This is an optimization exercise on Yosys and OpenROAD, whose aim is small area and a short achievable clock period, not a production implementation.
The RTL was checked by simulation tests, not by an equivalence proof against the original design.

### design.v
module CLA_4Bits(PP,GP,S,A,B,CI);
  output          PP,GP;                   
  output [3:0]    S;                       
  input  [3:0]    A,B;                     
  input           CI;                      
  wire [3:0] P =  A | B;
  wire [3:0] G =  A & B;
  wire  C1 =  G[0] | P[0]&CI;
  wire  C2 =  G[1] | P[1]&C1;
  wire  C3 =  G[2] | P[2]&C2;
  wire [3:0] C = { C3, C2, C1, CI };
  assign PP = & P[3:0];
  assign GP = G[3] | P[3]&G[2] | P[3]&P[2]&G[1] | P[3]&P[2]&P[1]&G[0];
  assign S  =  A ^ B ^ C ;
endmodule
module CLA_Gen_2Bits(PPP,GPP,C4,PP,GP,CI);
  output          PPP, GPP, C4;
  input  [1:0]    PP, GP;
  input           CI;
  assign C4=GP[0] | PP[0]&CI,
         GPP=GP[1] | PP[1]&GP[0],
         PPP=PP[1]&PP[0];
endmodule
module CLA_Gen_4Bits(PPP,GPP,C4,C8,C12,PP,GP,CI);
  output          PPP, GPP, C4, C8, C12;
  input  [3:0]    PP, GP;
  input           CI;
      assign C4=GP[0] | PP[0]&CI,
             C8=GP[1] | PP[1]&GP[0] | PP[1]&PP[0]&CI,
             C12=GP[2] | PP[2]&GP[1] | PP[2]&PP[1]&GP[0] | PP[2]&PP[1]&PP[0]&CI,
             GPP=GP[3] | PP[3]&GP[2] | PP[3]&PP[2]&GP[1] | PP[3]&PP[2]&PP[1]&GP[0],
             PPP = & PP[3:0];
endmodule
module CLA_16Bits(PPP,GPP,S,A,B,CI);
  output          GPP, PPP;
  output [15:0]   S;
  input  [15:0]   A,B;
  input           CI;
  wire   [3:0]    PP, GP;
  wire            C4, C8, C12;
  CLA_4Bits  BITS30(PP[0],GP[0],S[3:0],A[3:0],B[3:0],CI),
             BITS74(PP[1],GP[1],S[7:4],A[7:4],B[7:4],C4),
             BITS118(PP[2],GP[2],S[11:8],A[11:8],B[11:8],C8),
             BITS1512(PP[3],GP[3],S[15:12],A[15:12],B[15:12],C12);
  CLA_Gen_4Bits GEN150(PPP,GPP,C4,C8,C12,PP[3:0],GP[3:0],CI);
endmodule
module CLA_16Bit_Adder(CO,S,A,B,CI);
  output          CO;
  output [15:0]   S;
  input  [15:0]   A,B;
  input           CI;
  wire            PP, GP;
  CLA_16Bits     BITS15_0(PP,GP,S[15:0],A[15:0],B[15:0],CI);
  assign         CO =  GP | PP&CI;
endmodule
module CLA_32Bit_Adder(CO,S,A,B,CI);
  output          CO;
  output [31:0]   S;
  input  [31:0]   A,B;
  input           CI;
  wire            GPP, PPP;
  wire   [1:0]    PP, GP;
  wire            C16, C32, C48;
  CLA_16Bits     BITS15_0(PP[0],GP[0],S[15:0],A[15:0],B[15:0],CI),
                 BITS31_16(PP[1],GP[1],S[31:16],A[31:16],B[31:16],C16);
  CLA_Gen_2Bits  GEN31_0(PPP,GPP,C16,PP[1:0],GP[1:0],CI);
  assign         CO =  GPP | PPP&CI;
endmodule
module CLA_64Bit_Adder(CO,S,A,B,CI);
  output          CO;
  output [63:0]   S;
  input  [63:0]   A,B;
  input           CI;
  wire            GPP, PPP;
  wire   [3:0]    PP, GP;
  wire            C16, C32, C48;
  CLA_16Bits     BITS15_0(PP[0],GP[0],S[15:0],A[15:0],B[15:0],CI),
                 BITS31_16(PP[1],GP[1],S[31:16],A[31:16],B[31:16],C16),
                 BITS47_32(PP[2],GP[2],S[47:32],A[47:32],B[47:32],C32),
                 BITS63_48(PP[3],GP[3],S[63:48],A[63:48],B[63:48],C48);
  CLA_Gen_4Bits  GEN63_0(PPP,GPP,C16,C32,C48,PP[3:0],GP[3:0],CI);
  assign         CO =  GPP | PPP&CI;
endmodule
module CSA_nBits(S,C,Ovfl,W,X,Y,Z,Cin);
  parameter width = 16 ;                         
  output [width-1:0]   S,C;                      
  output               Ovfl;                     
  input  [width-1:0]   W,X,Y,Z;                  
  input                Cin;                      
  wire [width:0]    S1 = {1'b0, W ^ X ^ Y };
  wire [width:0]    C1 = { W&X | W&Y | X&Y, Cin } ;
  wire [width:0]    Z1 = { 1'b0, Z };
  wire [width:0]    S2 = S1 ^ C1 ^ Z;
  wire [width+1:0]  C2 = { S1&C1 | S1&Z | C1&Z , 1'b0 } ;
  assign S[width-1:0]  = S2[width-1:0];
  assign C[width-1:0]  = C2[width-1:0];
  assign Ovfl          = C2[width+1] | C2[width] | S2[width] ;
endmodule
module GenPP_32Bits(PP15,PP14,PP13,PP12,PP11,PP10,PP9,PP8,
                    PP7,PP6,PP5,PP4,PP3,PP2,PP1,PP0,iso_X,iso_Y,iso_in);
  output [32:0]      PP15;                    
  output [32:0]      PP14;                    
  output [32:0]      PP13;                    
  output [32:0]      PP12;                    
  output [32:0]      PP11;                    
  output [32:0]      PP10;                    
  output [32:0]      PP9;                     
  output [32:0]      PP8;                     
  output [32:0]      PP7;                     
  output [32:0]      PP6;                     
  output [32:0]      PP5;                     
  output [32:0]      PP4;                     
  output [32:0]      PP3;                     
  output [32:0]      PP2;                     
  output [32:0]      PP1;                     
  output [32:0]      PP0;                     
  input  [32-1:0]    iso_X;                       
  input  [32-1:0]    iso_Y;                       
  input                iso_in;
  wire                 iso_in_N;
  wire [32-1:0]    X;
  wire [32-1:0]    Y;
  wire [2:0] Seg15 = Y[31:29];            
  wire [2:0] Seg14 = Y[29:27];            
  wire [2:0] Seg13 = Y[27:25];            
  wire [2:0] Seg12 = Y[25:23];            
  wire [2:0] Seg11 = Y[23:21];            
  wire [2:0] Seg10 = Y[21:19];            
  wire [2:0] Seg9  = Y[19:17];            
  wire [2:0] Seg8  = Y[17:15];            
  wire [2:0] Seg7  = Y[15:13];            
  wire [2:0] Seg6  = Y[13:11];            
  wire [2:0] Seg5  = Y[11:9];             
  wire [2:0] Seg4  = Y[9:7];              
  wire [2:0] Seg3  = Y[7:5];              
  wire [2:0] Seg2  = Y[5:3];              
  wire [2:0] Seg1  = Y[3:1];              
  wire [2:0] Seg0  = {Y[1:0], 1'b0};      
  assign X = iso_X;
  assign Y = iso_Y;
  assign PP15[32:0] = BoothDecode(Seg15[2:0],X[32-1:0]);
  assign PP14[32:0] = BoothDecode(Seg14[2:0],X[32-1:0]);
  assign PP13[32:0] = BoothDecode(Seg13[2:0],X[32-1:0]);
  assign PP12[32:0] = BoothDecode(Seg12[2:0],X[32-1:0]);
  assign PP11[32:0] = BoothDecode(Seg11[2:0],X[32-1:0]);
  assign PP10[32:0] = BoothDecode(Seg10[2:0],X[32-1:0]);
  assign PP9[32:0] = BoothDecode(Seg9[2:0],X[32-1:0]);
  assign PP8[32:0] = BoothDecode(Seg8[2:0],X[32-1:0]);
  assign PP7[32:0] = BoothDecode(Seg7[2:0],X[32-1:0]);
  assign PP6[32:0] = BoothDecode(Seg6[2:0],X[32-1:0]);
  assign PP5[32:0] = BoothDecode(Seg5[2:0],X[32-1:0]);
  assign PP4[32:0] = BoothDecode(Seg4[2:0],X[32-1:0]);
  assign PP3[32:0] = BoothDecode(Seg3[2:0],X[32-1:0]);
  assign PP2[32:0] = BoothDecode(Seg2[2:0],X[32-1:0]);
  assign PP1[32:0] = BoothDecode(Seg1[2:0],X[32-1:0]);
  assign PP0[32:0] = BoothDecode(Seg0[2:0],X[32-1:0]);
  function [32:0] BoothDecode;
    input [2:0] Segment;
    input [32:0] X;
    case ( Segment[2:0] )
         3'b000  :  BoothDecode = 33'h000000000;                     
         3'b001,
         3'b010  :  BoothDecode = { X[32-1], X[32-1:0] }  ;  
         3'b011  :  BoothDecode = { X[32-1:0], 1'b0  }  ;        
         3'b100  :  BoothDecode = { ~X[32-1:0], 1'b1  }  ;       
         3'b101,
         3'b110  :  BoothDecode = { ~X[32-1], ~X[32-1:0] } ; 
         3'b111  :  BoothDecode = 33'h1FFFFFFFF;                     
    endcase
  endfunction
endmodule
module PP_Add_32Bits(Ovfl,Sum,PP15,PP14,PP13,PP12,PP11,PP10,PP9,PP8,
                    PP7,PP6,PP5,PP4,PP3,PP2,PP1,PP0,Y,Z);
  output               Ovfl;           
  output [31:0]        Sum;            
  input  [32:0]        PP15;           
  input  [32:0]        PP14;           
  input  [32:0]        PP13;           
  input  [32:0]        PP12;           
  input  [32:0]        PP11;           
  input  [32:0]        PP10;           
  input  [32:0]        PP9;            
  input  [32:0]        PP8;            
  input  [32:0]        PP7;            
  input  [32:0]        PP6;            
  input  [32:0]        PP5;            
  input  [32:0]        PP4;            
  input  [32:0]        PP3;            
  input  [32:0]        PP2;            
  input  [32:0]        PP1;            
  input  [32:0]        PP0;            
  input  [31:0]        Y;              
  input  [31:0]        Z;              
  wire                 Cin = 1'b0;     
  wire                 Zero = 1'b0;    
  wire [9:0]  aPP15= { PP15[1:0], 1'b0, Y[29], 6'h00 };
  wire [9:0]  aPP14= { PP14[3:0], 1'b0, Y[27], 4'h0 };
  wire [9:0]  aPP13= { PP13[5:0], 1'b0, Y[25], 2'h0 };
  wire [9:0]  aPP12= { PP12[7:0], 1'b0, Y[23] };
  wire [9:0]  S13;                                     
  wire [9:0]  C13;                                     
  wire        Ovf13;                                   
  CSA_nBits   #(10)  CSA13(C13,S13,Ovf13,aPP15,aPP14,aPP13,aPP12,Zero);
  wire [17:0] aPP11= { PP11[9:0],  1'b0, Y[21], 6'h00 };
  wire [17:0] aPP10= { PP10[11:0], 1'b0, Y[19], 4'h0 };
  wire [17:0] aPP9 = { PP9[13:0],  1'b0, Y[17], 2'h0 };
  wire [17:0] aPP8 = { PP8[15:0],  1'b0, Y[15] };
  wire [17:0] S12;                                     
  wire [17:0] C12;                                     
  wire        Ovf12;                                   
  CSA_nBits   #(18)  CSA12(C12,S12,Ovf12,aPP11,aPP10,aPP9,aPP8,Zero);
  wire [25:0] aPP7 = { PP7[17:0], 1'b0, Y[13], 6'h00 };
  wire [25:0] aPP6 = { PP6[19:0], 1'b0, Y[11], 4'h0 };
  wire [25:0] aPP5 = { PP5[21:0], 1'b0, Y[9], 2'h0 };
  wire [25:0] aPP4 = { PP4[23:0], 1'b0, Y[7] };
  wire [25:0] S11;                                     
  wire [25:0] C11;                                     
  wire        Ovf11;                                   
  CSA_nBits   #(26)  CSA11(C11,S11,Ovf11,aPP7,aPP6,aPP5,aPP4,Zero);
  wire [31:0] aPP3 = { PP3[25:0], 1'b0, Y[5], 4'h0 };
  wire [31:0] aPP2 = { PP2[27:0], 1'b0, Y[3], 2'h0 };
  wire [31:0] aPP1 = { PP1[29:0], 1'b0, Y[1] };
  wire [31:0] aPP0 = { PP0[31:0] };
  wire [31:0] S10;                                     
  wire [31:0] C10;                                     
  wire        Ovf10;                                   
  CSA_nBits   #(32)  CSA10(C10,S10,Ovf10,aPP3,aPP2,aPP1,aPP0,Zero);
  wire [17:0] S21;                                     
  wire [17:0] C21;                                     
  wire        Ovf21;                                   
  CSA_nBits   #(18)  CSA21(C21,S21,Ovf21,C12,S12,{C13,8'h00},{S13,8'h00},Zero);
  wire [31:0] S20;                                     
  wire [31:0] C20;                                     
  wire        Ovf20;                                   
  CSA_nBits   #(32)  CSA20(C20,S20,Ovf20,C10,S10,{C11,6'h00},{S11,6'h00},Zero);
  wire [31:0] S30;                                     
  wire [31:0] C30;                                     
  wire        Ovf30;                                   
  CSA_nBits   #(32)  CSA30(C30,S30,Ovf30,C20,S20,{C21,14'h0000},{S21,14'h0000},Zero);
  wire [31:0] S40;                          
  wire [31:0] C40;                          
  wire        Ovf40;                        
  CSA_nBits   #(32)  CSA40(C40,S40,Ovf40,C30,S30,Z,{1'b0,Y[31],30'h00000000},Zero);
  wire        ClaOvfl;                      
  CLA_32Bit_Adder  CLA1(ClaOvfl,Sum,C40,S40,Cin);
  assign Ovfl = Ovf13 | Ovf12 | Ovf11 | Ovf10 | Ovf21 | Ovf20 | Ovf30 | Ovf40 ;
endmodule
module Mult_32x32(Ovfl,Product,X,Y,Z,clock,iso,reset);
  output                 Ovfl;             
  output [32-1:0]    Product;          
  input  [32-1:0]    X;                
  input  [32-1:0]    Y;                
  input  [32-1:0]    Z;                
  input                  clock;
  input                  iso;
  input                  reset;
  reg    [31:0]          S_reg; 
  reg  Ovfl_reg;  
  wire   [32:0]      PP15;             
  wire   [32:0]      PP14;             
  wire   [32:0]      PP13;             
  wire   [32:0]      PP12;             
  wire   [32:0]      PP11;             
  wire   [32:0]      PP10;             
  wire   [32:0]      PP9;              
  wire   [32:0]      PP8;              
  wire   [32:0]      PP7;              
  wire   [32:0]      PP6;              
  wire   [32:0]      PP5;              
  wire   [32:0]      PP4;              
  wire   [32:0]      PP3;              
  wire   [32:0]      PP2;              
  wire   [32:0]      PP1;              
  wire   [32:0]      PP0;              
  GenPP_32Bits  GENPP(PP15,PP14,PP13,PP12,PP11,PP10,PP9,PP8,
                      PP7,PP6,PP5,PP4,PP3,PP2,PP1,PP0,X,Y,iso);
  wire                  overflow;          
  wire   [32-1:0]   result;            
  PP_Add_32Bits  ADDPP(overflow,result,PP15,PP14,PP13,PP12,PP11,PP10,PP9,PP8,
                      PP7,PP6,PP5,PP4,PP3,PP2,PP1,PP0,Y,Z);
  wire signed [63:0]     fullProd = $signed(X) * $signed(Y);
  wire signed [64:0]     fullSum  = fullProd + $signed(Z);
  wire                   sovfl    = (fullSum[64:31] != {34{fullSum[31]}});
  assign Product = S_reg;
  assign Ovfl = Ovfl_reg;
  always @ (posedge clock)
    begin
      if (reset) 
        begin
        S_reg = 32'b0;
        Ovfl_reg = 1'b0;
        end
      else 
        begin
        S_reg = result;
        Ovfl_reg = sovfl;
        end
    end
endmodule
### run.sh
#!/bin/bash
# synth_recipe.tcl (not shown) runs the flow's synth.tcl, then flattens the netlist and writes it again
# the make line also repeats each setting of config.mk as NAME=value (left out here)
make -C /OpenROAD-flow-scripts/flow DESIGN_CONFIG=/design/flow/config.mk WORK_HOME=/design/flow/orfs CLKGATE_MAP_FILE= SYNTH_SCRIPT=/design/flow/synth_recipe.tcl finish
### config.mk
export PLATFORM = sky130hd
export DESIGN_NAME = Mult_32x32
export DESIGN_NICKNAME = Mult_32x32
export VERILOG_FILES = /design/flow/design.v
export SDC_FILE = /design/flow/constraint.sdc
export NUM_CORES = 4
export LEC_CHECK = 0
export CAP_MARGIN = 20
export CORE_MARGIN = 2
export CORE_UTILIZATION = 40
export SLEW_MARGIN = 20
### constraint.sdc
create_clock -name core_clock -period 12.0 [get_ports {clock}]
set_input_delay 2.4000 -clock core_clock [delete_from_list [all_inputs] [get_ports {clock}]]
set_output_delay 2.4000 -clock core_clock [all_outputs]
set_load 0.01 [all_outputs]
==> flow_summary.yaml <==
place:
  gpl.final_weighted_congestion: 0.975
  count_of_port_buffers_added_during_placement: 130
  detailed_place_hpwl_um: 163000
  dpl_worst_slack_ps: -385
synth:
  postSynthRegisterBits: 33
  syn-cell-area_mm2: 0.0558
  yosysMostFrequentCell: "fa_1"
  synth_common_cells: "fa_1 (1370), inv_1 (1368), nand2_1 (863)"
  post-synth-top-area-fraction: 0.492
  synth_edf_count: 0
  seq_area_frac_synth: 0.0118
  synth-warning-count: 2
  yosys-top-cells-area: "fa_1 (49%), inv_1 (9.2%), ha_1 (8.2%)"
  syn_inst: 6601
  yosys_most_used_dff: "dfxtp_1"
  async_reset_ff_frac: 0
  ys_types: 91
  postSynthNetCount: 8436
  netlist.top_cell.by_area: "fa_1"
  synthesis.area_per_instance_um2: 8.45
critical_path:
  critPathArrivalTime_ps: 11830
  criticalPathCategory: "in2reg"
  crit_path_end_kind: "flop"
  crit_required_ps: 12240
  slowest_stage: "fa_1"
  max_stage_delay_ps: 620
  cp_common_cell: "fa_1"
  critical_path.max_fanout: 13
  start_kind: "primary input"
routing:
  avgRoutedWirePerCell_um: 23.2
  pre_repair_dr_iteration_count: 6
  post-route-drc-count: 0
  drtIter0Drc: 3709
  via_per_inst: 5.43
  vias: 46176
  route.antenna.remaining_nets: 0
  total_wirelength_um: 197000
grt:
  first_global_vias: 48498
  grt_antenna_before_repair: 13
  grt-ovfl-total: 0
  grt_usage: 0.285
  grt_pass1_wl_um: 304000
  grt_max_degree: 69
cts:
  cts-buffers-inserted: 5
  clk_path_buf_depth: 2
  clock-root-buffer: "clkbuf_16"
  htree_levels: 2
  cts_sinks: 33
  cts_tree: "built"
  worst_setup_hold_path_clk_slew_ps: 100
sta:
  post-route-period-util: 0.966
  report.final.setup_viol: 0
  period_minus_slack_ps: 11600
  maxSlewHeadroom: 0.358
  rsz0062_at_grt: "false"
  timing.final.max_slew_violations: 0
  worst_pin_slew_ps: 963
  timing_hold_violations_final: 0
  finalSetupTns_ps: 0
  hold-worst-slack_ps: 2710
  final_critical_path_setup_slack_ps: 403
  maxClockFrequency_mhz: 86.2
floorplan:
  floorplan.die.height_um: 377
  dieWidth_um: 377
  num_io_pins: 132
  die_area_mm2: 0.142
  initial_core_util: 0.401
  std_cell_rows: 137
  placeableCoreArea_mm2: 0.139
final_layout:
  areaGrowthSynthToFinish_pct: 9.28
  final-seq-area_um2: 661
  finish.net_count: 8459
  largest_reg_flops: 32
  layout.filler_cells: 13780
  multi_input_comb_area_mm2: 0.0481
  final_layout_size_suffix_gt1_frac: 0.0776
run_status:
  status: "complete, no violations"
flow_run:
  max_cap_violations: 0
hold_path:
  worst_hold_path_type: "in2reg"
==> placed cells by master, fill, tap and decap left out, drive strengths merged, types with 6 or more instances in the layout <==
master and n:
fa 1370, inv 1368, nand2 863, and2 477, buf 458, ha 366
nor2 310, a21oi 293, o21ai 213, a22oi 111, o22ai 95, a221oi 83
clkdlybuf4s50 73, xnor2 70, nand2b 57, xor2 39, dfxtp 33, nand3 31
nor3 27, a211oi 24, maj3 21, o211ai 20, nand4 18, nor2b 16
a32oi 16, a31oi 15, o21a 14, a21o 13, o21bai 12, mux2i 12
and3 9, clkbuf 8, diode 7, or3 6, nor3b 6
==> metal layers <==
layer	global-route usage	wire length [µm]	part of all wire
met1	0.363	76800	0.39
met2	0.458	91800	0.47
met3	0.0612	16800	0.085
met4	0.142	11900	0.060
met5	0	65	0.00033
==> critical path, delay by kind of cell <==
kind | cells | cell delay (ps)
adders and majority gates | 9 | 4820
and+or+nand+nor | 5 | 1180
AOI/OAI and AO/OA | 8 | 1750
buffers and inverters | 10 | 1630
==> stage by stage <==
stage	utilization	cell area, µm²	instances
floorplan	-	55800	6601
global placement	0.436	60700	8492
detailed placement	0.437	60700	8492
CTS	0.438	60900	8500
global route	0.438	61000	8506
finish	0.439	61000	8508
==> path summary, 6_finish.rpt <==
| kind | start | to | slack [ps] | depth (start not counted) |
|---|---|---|---|---|
| worst min-delay path | reset | S_reg[26] | 2710 | 2 |
| worst max-delay path | X[31] | Ovfl_reg | 400 | 32 |
==> final cells by class <==
cell class / instances / area share
multi-input cells: 4680 / 0.788
inverters: 1372 / 0.0845
repair buffers: 532 / 0.0746
well taps: 1876 / 0.0385
flip-flops and latches: 33 / 0.0108
clock buffers: 7 / 0.00234
clock inverters: 1 / 0.000493
diodes: 7 / 0.000287
==> kinds of logic after synthesis <==
logic type                 synth area share
xor gates and xnor gates             0.0171
buffers and inverters                 0.128
AOI/OAI and AO/OA                     0.109
DFF                                  0.0118
muxes                               0.00296
adders and majority gates             0.577
and+or+nand+nor                       0.154
==> what timing repair did <==
item	CTS	global route
endpoints found under the hold margin	0	0
setup buffers	0	1
setup endpoints to repair	1	2
hold buffers	0	0
pin swaps	0	1
gates resized for setup	1	15

## re-timing with driven ports
How much do the figures lean on ideal ports? The routed layout below was timed once more, with nothing changed but the port constraints.
Step 1: set_driving_cell puts a clkbuf_16 on clock and a buf_2 on each other input, an assumption about the parent block.
Step 2 adds t to the input delays and takes it off the output delays; t is the mean of the earliest and latest rising clock arrival at the registers after step 1. Input paths then give back, and output paths get back, about the clock's delay inside the block.
a / b / c = no drivers / after step 1 / after step 2; a / b = the first two.
t (ns): 0.363
slack for setup (ns): 0.403 / 0.426 / 0.062
clock arrival spread, ns: 0.039 / 0.039
slew at the worst register clock pin (ns): 0.10 / 0.10
worst data-port slew with drivers (ns): 0.18
After both steps this run still meets setup and hold. For this run, drivers alone change the setup slack by +0.023 ns; drivers and shift together by -0.341 ns.
